This is an optimization exercise on Yosys and OpenROAD, whose aim is small area and a short achievable clock period, not a production implementation.
Function was checked by simulation only, so behaviour that the tests miss may differ from the original.
Power is estimated from default activity; no workload was simulated.

==> inputs of 05-07 <==
// datapath_mi
module datapath_mi(clk, rst, data, control_word, K, I, alu_status, r0, r1, r2, r3, r4, r5, r6, r7);
	input clk, rst;
	input [21:0] control_word;
	input [7:0] K;
	output [15:0] I;
	output [3:0] alu_status;
	output [7:0] data, r0, r1, r2, r3, r4, r5, r6, r7;
	wire sl     = control_word[21];
	wire il     = control_word[20];
	wire pcl    = control_word[19];
	wire mr     = control_word[18];
	wire mw     = control_word[17];
	wire b_sel  = control_word[16];
	wire a_sel  = control_word[15];
	wire en_alu = control_word[14];
	wire ci     = control_word[13];
	wire [2:0] FS = control_word[12:10];
	wire w      = control_word[9];
	wire [2:0] SB = control_word[8:6];
	wire [2:0] SA = control_word[5:3];
	wire [2:0] DA = control_word[2:0];
	reg [7:0] R [0:6];
	reg [7:0] PC;
	reg [7:0] IR;
	reg [3:0] ST;
	wire [7:0] sela, selb;
	opdec deca(.s(SA), .x(a_sel), .y(sela));
	opdec decb(.s(SB), .x(b_sel), .y(selb));
	wire [7:0] A, B;       
	wire inv = FS[0] & FS[1];
	wire [7:0] g, p;       
	genvar i, b, k;
	generate
		for (b = 0; b < 8; b = b + 1) begin : op
			mux8 ma(.s(sela), .d({PC[b], R[6][b], R[5][b], R[4][b], R[3][b], R[2][b], R[1][b], R[0][b]}), .y(A[b]));
			mux8 mb(.s(selb), .d({K[b], R[6][b], R[5][b], R[4][b], R[3][b], R[2][b], R[1][b], R[0][b]}), .y(B[b]));
			pgx u(.a(A[b]), .b(B[b]), .inv(inv), .g(g[b]), .p(p[b]));
		end
	endgenerate
	wire [7:1] ng1;
	wire [7:2] np1;
	aoi21 l1_1(.a1(p[0]), .a2(ci), .b1(g[0]), .y(ng1[1]));
	generate
		for (k = 2; k <= 7; k = k + 1) begin : l1
			aoi21 ug(.a1(p[k-1]), .a2(g[k-2]), .b1(g[k-1]), .y(ng1[k]));
			nand2g up(.a(p[k-1]), .b(p[k-2]), .y(np1[k]));
		end
	endgenerate
	wire nci, c1;
	invg ici(.a(ci), .y(nci));
	invg ic1(.a(ng1[1]), .y(c1));
	wire [7:2] g2;
	wire [7:4] p2;
	oai21 l2_2(.a1(np1[2]), .a2(nci), .b1(ng1[2]), .y(g2[2]));
	oai21 l2_3(.a1(np1[3]), .a2(ng1[1]), .b1(ng1[3]), .y(g2[3]));
	generate
		for (k = 4; k <= 7; k = k + 1) begin : l2
			oai21 ug(.a1(np1[k]), .a2(ng1[k-2]), .b1(ng1[k]), .y(g2[k]));
  ...
export LEC_CHECK = 0
export CAP_MARGIN = 20
export CORE_MARGIN = 2
export CORE_UTILIZATION = 55
export CTS_CLUSTER_DIAMETER = 80
export CTS_CLUSTER_SIZE = 30
export SETUP_SLACK_MARGIN = 4
export SLEW_MARGIN = 20
export SYNTH_HIERARCHICAL = 1
export SYNTH_MINIMUM_KEEP_SIZE = 0
create_clock -name core_clock -period 11.0 [get_ports {clk}]
run.sh (not shown) runs the stock make flow with config.mk's settings and CLKGATE_MAP_FILE= SYNTH_SCRIPT=/design/flow/synth_recipe.tcl, a recipe that flattens the netlist after the stock synthesis.
==> 10-23 (differences from 05-07) <==
==> flow/design.v (replaced) <==
module datapath_mi(clk, rst, data, control_word, K, I, alu_status, r0, r1, r2, r3, r4, r5, r6, r7);
	input clk, rst;
	input [21:0] control_word;
	input [7:0] K;
	output [15:0] I;
	output [3:0] alu_status;
	output [7:0] data, r0, r1, r2, r3, r4, r5, r6, r7;
	wire sl     = control_word[21];
	wire il     = control_word[20];
	wire pcl    = control_word[19];
	wire mr     = control_word[18];
	wire mw     = control_word[17];
	wire b_sel  = control_word[16];
	wire a_sel  = control_word[15];
	wire en_alu = control_word[14];
	wire ci     = control_word[13];
	wire [2:0] FS = control_word[12:10];
	wire w      = control_word[9];
	wire [2:0] SB = control_word[8:6];
	wire [2:0] SA = control_word[5:3];
	wire [2:0] DA = control_word[2:0];
	reg [7:0] R [0:6];
	reg [7:0] PC;
	reg [7:0] IR;
	reg [3:0] ST;
	wire inv = FS[0] & FS[1];
	wire [7:0] sela, selbp, selbn;
	wire selbz;
	opdec deca(.s(SA), .x(a_sel), .y(sela));
	bdec decb(.s(SB), .x(b_sel), .inv(inv), .sp(selbp), .sn(selbn), .z(selbz));
	wire [7:0] A, Bs;
	wire [7:0] g, p, pn;   
	genvar i, b, k;
	generate
		for (b = 0; b < 8; b = b + 1) begin : op
			mux8 ma(.s(sela), .d({PC[b], R[6][b], R[5][b], R[4][b], R[3][b], R[2][b], R[1][b], R[0][b]}), .y(A[b]));
			mux16 mb(.sp(selbp), .sn(selbn), .z(selbz),
				.d({K[b], R[6][b], R[5][b], R[4][b], R[3][b], R[2][b], R[1][b], R[0][b]}), .y(Bs[b]));
			and2g ug(.a(A[b]), .b(Bs[b]), .y(g[b]));
			xor2g up(.a(A[b]), .b(Bs[b]), .y(p[b]));
			xnor2g upn(.a(A[b]), .b(Bs[b]), .y(pn[b]));
		end
	endgenerate
	wire [7:1] ng1;
	wire [7:2] np1;
	aoi21 l1_1(.a1(p[0]), .a2(ci), .b1(g[0]), .y(ng1[1]));
	generate
		for (k = 2; k <= 7; k = k + 1) begin : l1
			aoi21 ug(.a1(p[k-1]), .a2(g[k-2]), .b1(g[k-1]), .y(ng1[k]));
			nand2g up(.a(p[k-1]), .b(p[k-2]), .y(np1[k]));
		end
	endgenerate
	wire nci, c1;
	invg ici(.a(ci), .y(nci));
	invg ic1(.a(ng1[1]), .y(c1));
	wire [7:2] g2;
	wire [7:4] p2;
	oai21 l2_2(.a1(np1[2]), .a2(nci), .b1(ng1[2]), .y(g2[2]));
	oai21 l2_3(.a1(np1[3]), .a2(ng1[1]), .b1(ng1[3]), .y(g2[3]));
	generate
		for (k = 4; k <= 7; k = k + 1) begin : l2
			oai21 ug(.a1(np1[k]), .a2(ng1[k-2]), .b1(ng1[k]), .y(g2[k]));
			nor2g up(.a(np1[k]), .b(np1[k-2]), .y(p2[k]));
		end
	endgenerate
	wire [7:4] nc4;
	aoi21 l3_4(.a1(p2[4]), .a2(ci), .b1(g2[4]), .y(nc4[4]));
	aoi21 l3_5(.a1(p2[5]), .a2(c1), .b1(g2[5]), .y(nc4[5]));
	aoi21 l3_6(.a1(p2[6]), .a2(g2[2]), .b1(g2[6]), .y(nc4[6]));
	aoi21 l3_7(.a1(p2[7]), .a2(g2[3]), .b1(g2[7]), .y(nc4[7]));
	wire [7:0] c, nc;
	assign c[0] = ci;       assign nc[0] = nci;
	assign c[1] = c1;       assign nc[1] = ng1[1];
	assign c[2] = g2[2];    invg in2(.a(g2[2]), .y(nc[2]));
	assign c[3] = g2[3];    invg in3(.a(g2[3]), .y(nc[3]));
	generate
		for (k = 4; k <= 7; k = k + 1) begin : cp
			assign nc[k] = nc4[k];
			invg ic(.a(nc4[k]), .y(c[k]));
		end
	endgenerate
	wire cout = g[7] | (p[7] & c[7]);
	wire s_g, s_p, o_shl, o_shr, add;
	fdec fd(.fs(FS), .en(en_alu), .s_g(s_g), .s_p(s_p), .o_shl(o_shl), .o_shr(o_shr), .add(add));
	wire [7:0] shl_s, shr_s;    
	shdec sd(.sh(Bs[2:0]), .o_shl(o_shl), .o_shr(o_shr), .l(shl_s), .r(shr_s));
	wire ram_rd = mr & ~mw & ~K[7] & ~en_alu;    
	wire ram_wr = mw & ~K[7];
	wire [7:0] lo = 8'd1 << K[2:0];
	wire [15:0] hi = 16'd1 << K[6:3];
	wire [127:0] rsel, wsel;
	wire [7:0] q [0:127];
	generate
		for (i = 0; i < 128; i = i + 1) begin : word
			assign rsel[i] = lo[i % 8] & hi[i / 8] & ram_rd;
			assign wsel[i] = lo[i % 8] & hi[i / 8] & ram_wr;
			reg [7:0] m;
			always @(posedge clk) if (wsel[i]) m <= data;
			assign q[i] = m;
		end
		for (b = 0; b < 8; b = b + 1) begin : rd
			wire [42:0] y;
			for (k = 0; k < 42; k = k + 1) begin : l1
				aoi222 u(.a1(rsel[3*k]), .a2(q[3*k][b]),
					.b1(rsel[3*k+1]), .b2(q[3*k+1][b]),
					.c1(rsel[3*k+2]), .c2(q[3*k+2][b]), .y(y[k]));
			end
			aoi22 l1_last(.a1(rsel[126]), .a2(q[126][b]),
				.b1(rsel[127]), .b2(q[127][b]), .y(y[42]));
			wire [10:0] z;
			for (k = 0; k < 10; k = k + 1) begin : l2
				nand4g u(.a(y[4*k]), .b(y[4*k+1]), .c(y[4*k+2]), .d(y[4*k+3]), .y(z[k]));
			end
			nand3g l2_last(.a(y[40]), .b(y[41]), .c(y[42]), .y(z[10]));
			wire [2:0] u;
			nor4g l3_0(.a(z[0]), .b(z[1]), .c(z[2]), .d(z[3]), .y(u[0]));
			nor4g l3_1(.a(z[4]), .b(z[5]), .c(z[6]), .d(z[7]), .y(u[1]));
			nor3g l3_2(.a(z[8]), .b(z[9]), .c(z[10]), .y(u[2]));
			wire [10:0] xs, xd;
			assign xs[0] = s_g;  assign xd[0] = g[b];
			assign xs[1] = s_p;  assign xd[1] = p[b];
			for (k = 0; k <= b; k = k + 1) begin : sl
				assign xs[2+k] = shl_s[k];  assign xd[2+k] = A[b-k];
			end
			for (k = 0; k <= 7 - b; k = k + 1) begin : sr
				assign xs[3+b+k] = shr_s[k];  assign xd[3+b+k] = A[b+k];
			end
			wire x;
			ao11 ux(.s(xs), .d(xd), .y(x));
			wire y1n, y0n, alun;
			aoi21 u1(.a1(add), .a2(pn[b]), .b1(x), .y(y1n));
			aoi21 u0(.a1(add), .a2(p[b]), .b1(x), .y(y0n));
			ao22 uc(.a1(c[b]), .a2(y1n), .b1(nc[b]), .b2(y0n), .y(alun));
			nand4g ub(.a(u[0]), .b(u[1]), .c(u[2]), .d(alun), .y(data[b]));
		end
	endgenerate
	wire [7:0] shl = A << Bs[2:0];
	wire [7:0] shr = A >> Bs[2:0];
	reg [7:0] F;
	always @* begin
		case (FS)
			3'b000: F = g;
			3'b001: F = g | p;
			3'b010: F = p ^ c;
			3'b011: F = p ^ c;
			3'b100: F = shl;
			3'b101: F = shr;
			3'b110: F = p;
			default: F = 8'd0;
		endcase
	end
	wire Z = (F == 8'd0);
	wire N = F[7];
	wire C = cout;
	wire V = ~(A[7] ^ Bs[7]) & (F[7] ^ A[7]);
	reg [7:0] rom;
	always @* begin
		if (PC[7:4] != 4'd0 || PC[3:2] == 2'b11) rom = 8'h00;
		else case (PC[1:0])
			2'd0: rom = 8'h12;
			2'd1: rom = 8'h43;
			2'd2: rom = 8'h67;
			default: rom = 8'h98;
		endcase
	end
	integer j;
	always @(posedge clk or posedge rst) begin
		if (rst) begin
			for (j = 0; j < 7; j = j + 1) R[j] <= 8'd0;
			PC <= 8'd0;
			IR <= 8'd0;
			ST <= 4'd0;
		end else begin
			if (w && DA != 3'd7) R[DA] <= data;
			if (sl) ST <= {V, C, N, Z};
			if (pcl) PC <= data;
			if (il) IR <= rom;
		end
	end
	assign I = {8'd0, IR};
	assign alu_status = ST;
	assign r0 = R[0];
	assign r1 = R[1];
	assign r2 = R[2];
	assign r3 = R[3];
	assign r4 = R[4];
	assign r5 = R[5];
	assign r6 = R[6];
	assign r7 = 8'd0;
endmodule
module opdec(s, x, y);
	input [2:0] s;
	input x;
	output [7:0] y;
	assign y[0] = ~x & (s == 3'd0);
	assign y[1] = ~x & (s == 3'd1);
	assign y[2] = ~x & (s == 3'd2);
	assign y[3] = ~x & (s == 3'd3);
	assign y[4] = ~x & (s == 3'd4);
	assign y[5] = ~x & (s == 3'd5);
	assign y[6] = ~x & (s == 3'd6);
	assign y[7] = x;
endmodule
module bdec(s, x, inv, sp, sn, z);
	input [2:0] s;
	input x, inv;
	output [7:0] sp, sn;
	output z;
	wire [7:0] y;
	assign y[0] = ~x & (s == 3'd0);
	assign y[1] = ~x & (s == 3'd1);
	assign y[2] = ~x & (s == 3'd2);
	assign y[3] = ~x & (s == 3'd3);
	assign y[4] = ~x & (s == 3'd4);
	assign y[5] = ~x & (s == 3'd5);
	assign y[6] = ~x & (s == 3'd6);
	assign y[7] = x;
	assign sp = y & {8{~inv}};
	assign sn = y & {8{inv}};
	assign z = ~x & (s == 3'd7) & inv;
endmodule
module mux8(s, d, y);
	input [7:0] s, d;
	output y;
	assign y = |(s & d);
endmodule
module mux16(sp, sn, z, d, y);
	input [7:0] sp, sn, d;
	input z;
	output y;
	assign y = |(sp & d) | |(sn & ~d) | z;
endmodule
module ao11(s, d, y);
	input [10:0] s, d;
	output y;
	assign y = |(s & d);
endmodule
module shdec(sh, o_shl, o_shr, l, r);
	input [2:0] sh;
	input o_shl, o_shr;
	output [7:0] l, r;
	assign l = {8{o_shl}} & (8'd1 << sh);
	assign r = {8{o_shr}} & (8'd1 << sh);
endmodule
module fdec(fs, en, s_g, s_p, o_shl, o_shr, add);
	input [2:0] fs;
	input en;
	output s_g, s_p, o_shl, o_shr, add;
	assign s_g   = en & (fs[2:1] == 2'b00);                     
	assign s_p   = en & ((fs == 3'b001) | (fs == 3'b110));      
	assign add   = en & (fs[2:1] == 2'b01);
	assign o_shl = en & (fs == 3'b100);
	assign o_shr = en & (fs == 3'b101);
endmodule
module aoi222(a1, a2, b1, b2, c1, c2, y);
	input a1, a2, b1, b2, c1, c2;
	output y;
	assign y = ~((a1 & a2) | (b1 & b2) | (c1 & c2));
endmodule
module aoi22(a1, a2, b1, b2, y);
	input a1, a2, b1, b2;
	output y;
	assign y = ~((a1 & a2) | (b1 & b2));
endmodule
module nand4g(a, b, c, d, y);
	input a, b, c, d;
	output y;
	assign y = ~(a & b & c & d);
endmodule
module nand3g(a, b, c, y);
	input a, b, c;
	output y;
	assign y = ~(a & b & c);
endmodule
module nor4g(a, b, c, d, y);
	input a, b, c, d;
	output y;
	assign y = ~(a | b | c | d);
endmodule
module nor3g(a, b, c, y);
	input a, b, c;
	output y;
	assign y = ~(a | b | c);
endmodule
module aoi21(a1, a2, b1, y);
	input a1, a2, b1;
	output y;
	assign y = ~((a1 & a2) | b1);
endmodule
module oai21(a1, a2, b1, y);
	input a1, a2, b1;
	output y;
	assign y = ~((a1 | a2) & b1);
endmodule
module nand2g(a, b, y);
	input a, b;
	output y;
	assign y = ~(a & b);
endmodule
module nor2g(a, b, y);
	input a, b;
	output y;
	assign y = ~(a | b);
endmodule
module invg(a, y);
	input a;
	output y;
	assign y = ~a;
endmodule
module and2g(a, b, y);
	input a, b;
	output y;
	assign y = a & b;
endmodule
module xor2g(a, b, y);
	input a, b;
	output y;
	assign y = a ^ b;
endmodule
module xnor2g(a, b, y);
	input a, b;
	output y;
	assign y = ~(a ^ b);
endmodule
module ao22(a1, a2, b1, b2, y);
	input a1, a2, b1, b2;
	output y;
	assign y = (a1 & a2) | (b1 & b2);
endmodule
CTS_CLUSTER_DIAMETER = unset   (was 80)
CTS_CLUSTER_SIZE = unset   (was 30)
==> 11-22 (differences from 05-07) <==
--- a/flow/design.v
+++ b/flow/design.v
@@ -14,16 +14,17 @@
 	wire a_sel  = control_word[15];
 	wire en_alu = control_word[14];
 	wire ci     = control_word[13];
 	wire [2:0] FS = control_word[12:10];
 	wire w      = control_word[9];
 	wire [2:0] SB = control_word[8:6];
 	wire [2:0] SA = control_word[5:3];
 	wire [2:0] DA = control_word[2:0];
+	wire [7:0] bus;       
 	reg [7:0] R [0:6];
 	reg [7:0] PC;
 	reg [7:0] IR;
 	reg [3:0] ST;
 	wire [7:0] sela, selb;
 	opdec deca(.s(SA), .x(a_sel), .y(sela));
 	opdec decb(.s(SB), .x(b_sel), .y(selb));
 	wire [7:0] A, B;       
@@ -66,27 +67,25 @@
 	aoi21 l3_7(.a1(p2[7]), .a2(g2[3]), .b1(g2[7]), .y(nc[7]));
 	wire cout = g[7] | (p[7] & ~nc[7]);
 	wire [7:0] shl, shr;
 	shifter sh(.a(A), .sh(B[2:0]), .l(shl), .r(shr));
 	wire o_and, o_or, o_shl, o_shr, o_xor, add;
 	fdec fd(.fs(FS), .en(en_alu), .o_and(o_and), .o_or(o_or), .o_shl(o_shl), .o_shr(o_shr), .o_xor(o_xor), .add(add));
 	wire ram_rd = mr & ~mw & ~K[7] & ~en_alu;    
 	wire ram_wr = mw & ~K[7];
-	wire [7:0] lo = 8'd1 << K[2:0];
-	wire [15:0] hi = 16'd1 << K[6:3];
 	wire [127:0] rsel, wsel;
 	wire [7:0] xb;      
 	wire [7:0] q [0:127];
+	wdec rdec(.a(K[6:0]), .y(rsel));
+	wdece wdec_(.a(K[6:0]), .en(ram_wr), .y(wsel));
 	generate
 		for (i = 0; i < 128; i = i + 1) begin : word
-			assign rsel[i] = lo[i % 8] & hi[i / 8] & ram_rd;
-			assign wsel[i] = lo[i % 8] & hi[i / 8] & ram_wr;
 			reg [7:0] m;
-			always @(posedge clk) if (wsel[i]) m <= data;
+			always @(posedge clk) if (wsel[i]) m <= bus;
 			assign q[i] = m;
 		end
 		for (b = 0; b < 8; b = b + 1) begin : rd
 			wire [42:0] y;
 			for (k = 0; k < 42; k = k + 1) begin : l1
 				aoi222 u(.a1(rsel[3*k]), .a2(q[3*k][b]),
 					.b1(rsel[3*k+1]), .b2(q[3*k+1][b]),
 					.c1(rsel[3*k+2]), .c2(q[3*k+2][b]), .y(y[k]));
@@ -98,27 +97,35 @@
 				nand4g u(.a(y[4*k]), .b(y[4*k+1]), .c(y[4*k+2]), .d(y[4*k+3]), .y(z[k]));
 			end
 			nand3g l2_last(.a(y[40]), .b(y[41]), .c(y[42]), .y(z[10]));
 			wire [2:0] u;
 			nor4g l3_0(.a(z[0]), .b(z[1]), .c(z[2]), .d(z[3]), .y(u[0]));
 			nor4g l3_1(.a(z[4]), .b(z[5]), .c(z[6]), .d(z[7]), .y(u[1]));
 			nor3g l3_2(.a(z[8]), .b(z[9]), .c(z[10]), .y(u[2]));
 			othbit ob(.o_and(o_and), .o_or(o_or), .o_shl(o_shl), .o_shr(o_shr), .o_xor(o_xor),
-				.g(g[b]), .p(p[b]), .l(shl[b]), .r(shr[b]), .u0(u[0]), .u1(u[1]), .u2(u[2]), .x(xb[b]));
+				.g(g[b]), .p(p[b]), .l(shl[b]), .r(shr[b]), .rd(ram_rd), .u0(u[0]), .u1(u[1]), .u2(u[2]), .x(xb[b]));
 		end
 	endgenerate
 	finp f0(.p(p[0]), .c(ci),     .add(add), .x(xb[0]), .y(data[0]));
 	finn f1(.p(p[1]), .cn(ng1[1]), .add(add), .x(xb[1]), .y(data[1]));
 	finp f2(.p(p[2]), .c(g2[2]),  .add(add), .x(xb[2]), .y(data[2]));
 	finp f3(.p(p[3]), .c(g2[3]),  .add(add), .x(xb[3]), .y(data[3]));
 	finn f4(.p(p[4]), .cn(nc[4]), .add(add), .x(xb[4]), .y(data[4]));
 	finn f5(.p(p[5]), .cn(nc[5]), .add(add), .x(xb[5]), .y(data[5]));
 	finn f6(.p(p[6]), .cn(nc[6]), .add(add), .x(xb[6]), .y(data[6]));
 	finn f7(.p(p[7]), .cn(nc[7]), .add(add), .x(xb[7]), .y(data[7]));
+	finp fi0(.p(p[0]), .c(ci),     .add(add), .x(xb[0]), .y(bus[0]));
+	finn fi1(.p(p[1]), .cn(ng1[1]), .add(add), .x(xb[1]), .y(bus[1]));
+	finp fi2(.p(p[2]), .c(g2[2]),  .add(add), .x(xb[2]), .y(bus[2]));
+	finp fi3(.p(p[3]), .c(g2[3]),  .add(add), .x(xb[3]), .y(bus[3]));
+	finn fi4(.p(p[4]), .cn(nc[4]), .add(add), .x(xb[4]), .y(bus[4]));
+	finn fi5(.p(p[5]), .cn(nc[5]), .add(add), .x(xb[5]), .y(bus[5]));
+	finn fi6(.p(p[6]), .cn(nc[6]), .add(add), .x(xb[6]), .y(bus[6]));
+	finn fi7(.p(p[7]), .cn(nc[7]), .add(add), .x(xb[7]), .y(bus[7]));
 	wire [7:0] cin = {~nc[7], ~nc[6], ~nc[5], ~nc[4], g2[3], g2[2], ~ng1[1], ci};
 	reg [7:0] F;
 	always @* begin
 		case (FS)
 			3'b000: F = g;
 			3'b001: F = g | p;
 			3'b010: F = p ^ cin;
 			3'b011: F = p ^ cin;
@@ -145,19 +152,19 @@
 	integer j;
 	always @(posedge clk or posedge rst) begin
 		if (rst) begin
 			for (j = 0; j < 7; j = j + 1) R[j] <= 8'd0;
 			PC <= 8'd0;
 			IR <= 8'd0;
 			ST <= 4'd0;
 		end else begin
-			if (w && DA != 3'd7) R[DA] <= data;
+			if (w && DA != 3'd7) R[DA] <= bus;
 			if (sl) ST <= {V, C, N, Z};
-			if (pcl) PC <= data;
+			if (pcl) PC <= bus;
 			if (il) IR <= rom;
 		end
 	end
 	assign I = {8'd0, IR};
 	assign alu_status = ST;
 	assign r0 = R[0];
 	assign r1 = R[1];
 	assign r2 = R[2];
@@ -166,25 +173,64 @@
 	assign r5 = R[5];
 	assign r6 = R[6];
 	assign r7 = 8'd0;
 endmodule
 module opdec(s, x, y);
 	input [2:0] s;
 	input x;
 	output [7:0] y;
-	assign y[0] = ~x & (s == 3'd0);
-	assign y[1] = ~x & (s == 3'd1);
-	assign y[2] = ~x & (s == 3'd2);
-	assign y[3] = ~x & (s == 3'd3);
-	assign y[4] = ~x & (s == 3'd4);
-	assign y[5] = ~x & (s == 3'd5);
-	assign y[6] = ~x & (s == 3'd6);
+	wire [2:0] sn;
+	wire xn;
+	invg i0(.a(s[0]), .y(sn[0]));
+	invg i1(.a(s[1]), .y(sn[1]));
+	invg i2(.a(s[2]), .y(sn[2]));
+	invg ix(.a(x), .y(xn));
+	wire [3:0] n01;
+	nand2g a0(.a(sn[0]), .b(sn[1]), .y(n01[0]));
+	nand2g a1(.a(s[0]),  .b(sn[1]), .y(n01[1]));
+	nand2g a2(.a(sn[0]), .b(s[1]),  .y(n01[2]));
+	nand2g a3(.a(s[0]),  .b(s[1]),  .y(n01[3]));
+	wire [1:0] n2;
+	nand2g b0(.a(sn[2]), .b(xn), .y(n2[0]));
+	nand2g b1(.a(s[2]),  .b(xn), .y(n2[1]));
+	nor2g y0(.a(n01[0]), .b(n2[0]), .y(y[0]));
+	nor2g y1(.a(n01[1]), .b(n2[0]), .y(y[1]));
+	nor2g y2(.a(n01[2]), .b(n2[0]), .y(y[2]));
+	nor2g y3(.a(n01[3]), .b(n2[0]), .y(y[3]));
+	nor2g y4(.a(n01[0]), .b(n2[1]), .y(y[4]));
+	nor2g y5(.a(n01[1]), .b(n2[1]), .y(y[5]));
+	nor2g y6(.a(n01[2]), .b(n2[1]), .y(y[6]));
 	assign y[7] = x;
 endmodule
+module wdec(a, y);
+	input [6:0] a;
+	output [127:0] y;
+	wire [7:0] lo = 8'd1 << a[2:0];
+	wire [15:0] hi = 16'd1 << a[6:3];
+	wire [7:0] lon = ~lo;
+	wire [15:0] hin = ~hi;
+	genvar i;
+	for (i = 0; i < 128; i = i + 1) begin : w
+		nor2g u(.a(lon[i % 8]), .b(hin[i / 8]), .y(y[i]));
+	end
+endmodule
+module wdece(a, en, y);
+	input [6:0] a;
+	input en;
+	output [127:0] y;
+	wire [7:0] lo = 8'd1 << a[2:0];
+	wire [15:0] hi = {16{en}} & (16'd1 << a[6:3]);
+	wire [7:0] lon = ~lo;
+	wire [15:0] hin = ~hi;
+	genvar i;
+	for (i = 0; i < 128; i = i + 1) begin : w
+		nor2g u(.a(lon[i % 8]), .b(hin[i / 8]), .y(y[i]));
+	end
+endmodule
 module mux8(s, d, y);
 	input [7:0] s, d;
 	output y;
 	assign y = |(s & d);
 endmodule
 module pgx(a, b, inv, g, p);
 	input a, b, inv;
 	output g, p;
@@ -204,21 +250,21 @@
 	output o_and, o_or, o_shl, o_shr, o_xor, add;
 	assign o_and = en & (fs == 3'b000);
 	assign o_or  = en & (fs == 3'b001);
 	assign add   = en & (fs[2:1] == 2'b01);
 	assign o_shl = en & (fs == 3'b100);
 	assign o_shr = en & (fs == 3'b101);
 	assign o_xor = en & (fs == 3'b110);
 endmodule
-module othbit(o_and, o_or, o_shl, o_shr, o_xor, g, p, l, r, u0, u1, u2, x);
-	input o_and, o_or, o_shl, o_shr, o_xor, g, p, l, r, u0, u1, u2;
+module othbit(o_and, o_or, o_shl, o_shr, o_xor, g, p, l, r, rd, u0, u1, u2, x);
+	input o_and, o_or, o_shl, o_shr, o_xor, g, p, l, r, rd, u0, u1, u2;
 	output x;
 	assign x = (o_and & g) | (o_or & (g | p)) | (o_shl & l) | (o_shr & r) | (o_xor & p)
-		| ~(u0 & u1 & u2);
+		| (rd & ~(u0 & u1 & u2));
 endmodule
 module finp(p, c, add, x, y);
 	input p, c, add, x;
 	output y;
 	assign y = add ? (p ^ c) : x;
 endmodule
 module finn(p, cn, add, x, y);
 	input p, cn, add, x;
==> flow/flow/run.sh (new file) <==
#!/bin/bash
set -euo pipefail
bash standard.sh BUFFER_PORTS_ARGS="-buffer_cell sky130_fd_sc_hd__buf_2" finish > standard_flow.log 2>&1
==> flow/standard.sh (new file) <==
#!/bin/bash
# synth_recipe.tcl (not shown) runs the flow's synth.tcl, then flattens the netlist and writes it again
# the make line also repeats each setting of config.mk as NAME=value (left out here)
make -C /OpenROAD-flow-scripts/flow DESIGN_CONFIG=/design/flow/config.mk WORK_HOME=/design/flow/orfs CLKGATE_MAP_FILE= SYNTH_SCRIPT=/design/flow/synth_recipe.tcl "${@:-finish}"
CTS_CLUSTER_SIZE = 25   (was 30)
removed: flow/run.sh
==> metrics.md <==
| Metric | Value |
|---|---|
| Final instance area | around 51,000 um^2 |
| Synth unique cells | 69 |
| Data arrival time of the worst path | between 5000 and 6000 ps |
| P_sw | 3.347 mW |
| Outcome | finished clean |
| First-pass GRT wire length | 180,600 um |
| Max incr delay on CP | ~450 ps |
| Reg-to-Reg End | word[52].m[2]$_DFFE_PP_ |
That was 10-23.
==> metrics.md <==
| Metric | Value |
|---|---|
| Synth unique cells | ~80 |
| Gr ovfl total | 0 |
| First-pass GRT wire length | between 150,000 and 200,000 um |
| Max incr delay on CP | a little under 600 ps |
| Final instance area | between 40,000 and 50,000 um^2 |
| Reg-to-Reg End | word[74].m[7]$_DFFE_PP_ |
| Initial antenna violation count | 2 |
| Outcome | finished clean |
| Data arrival time of the worst path | around 5300 ps |
That was 11-22.
==> metrics.md <==
| Metric | Value |
|---|---|
| P_sw | between 2 and 2.5 mW |
| Outcome | finished clean |
| Post-Syn Area per Cell | 17.81 um^2 |
| Reg-to-Reg End | word[114].m[6]$_DFFE_PP_ |
| Antenna diodes | 1 |
| First-pass GRT wire length | around 180,000 um |
| Met1 Usage GRT | a little under half |
| Max incr delay on CP | 470 ps |
| Synth unique cells | between 60 and 70 |
| Pwr/cell area | between 150 and 200 nW/um^2 |
That was 05-07.

[port drivers added, routing unchanged]
The flow's constraints put no driver on any port. The routed layouts listed below were extracted and timed again, unchanged, in two steps. Step 1 assumes that a clkbuf_16 drives the clock port and a buf_2 every other input. Step 2 adds t to the input delays and takes it off the output delays; t is the mean of the earliest and latest rising clock arrival at the registers after step 1. Input paths then give back, and output paths get back, about the clock's delay inside the block. a / b / c = ideal ports / drivers / drivers and shift; a / b = the first two.
| run | shift t [ns] | slack for setup (ns) | worst setup path after step 2 | latest minus earliest clock arrival (ns) |
|---|---|---|---|---|
| 05-07 | 0.699 | 3.402 / 3.340 / 3.103 | input to register | 0.060 / 0.060 |
| 10-23 | 0.753 | 3.218 / 3.164 / 3.051 | input to register | 0.044 / 0.044 |
| 11-22 | 0.710 | 3.472 / 3.414 / 3.414 | input to output | 0.052 / 0.052 |
After both steps every run listed still meets setup and hold. For 05-07, which loses most, drivers alone change the setup slack by -0.062 ns; drivers and shift together by -0.299 ns.
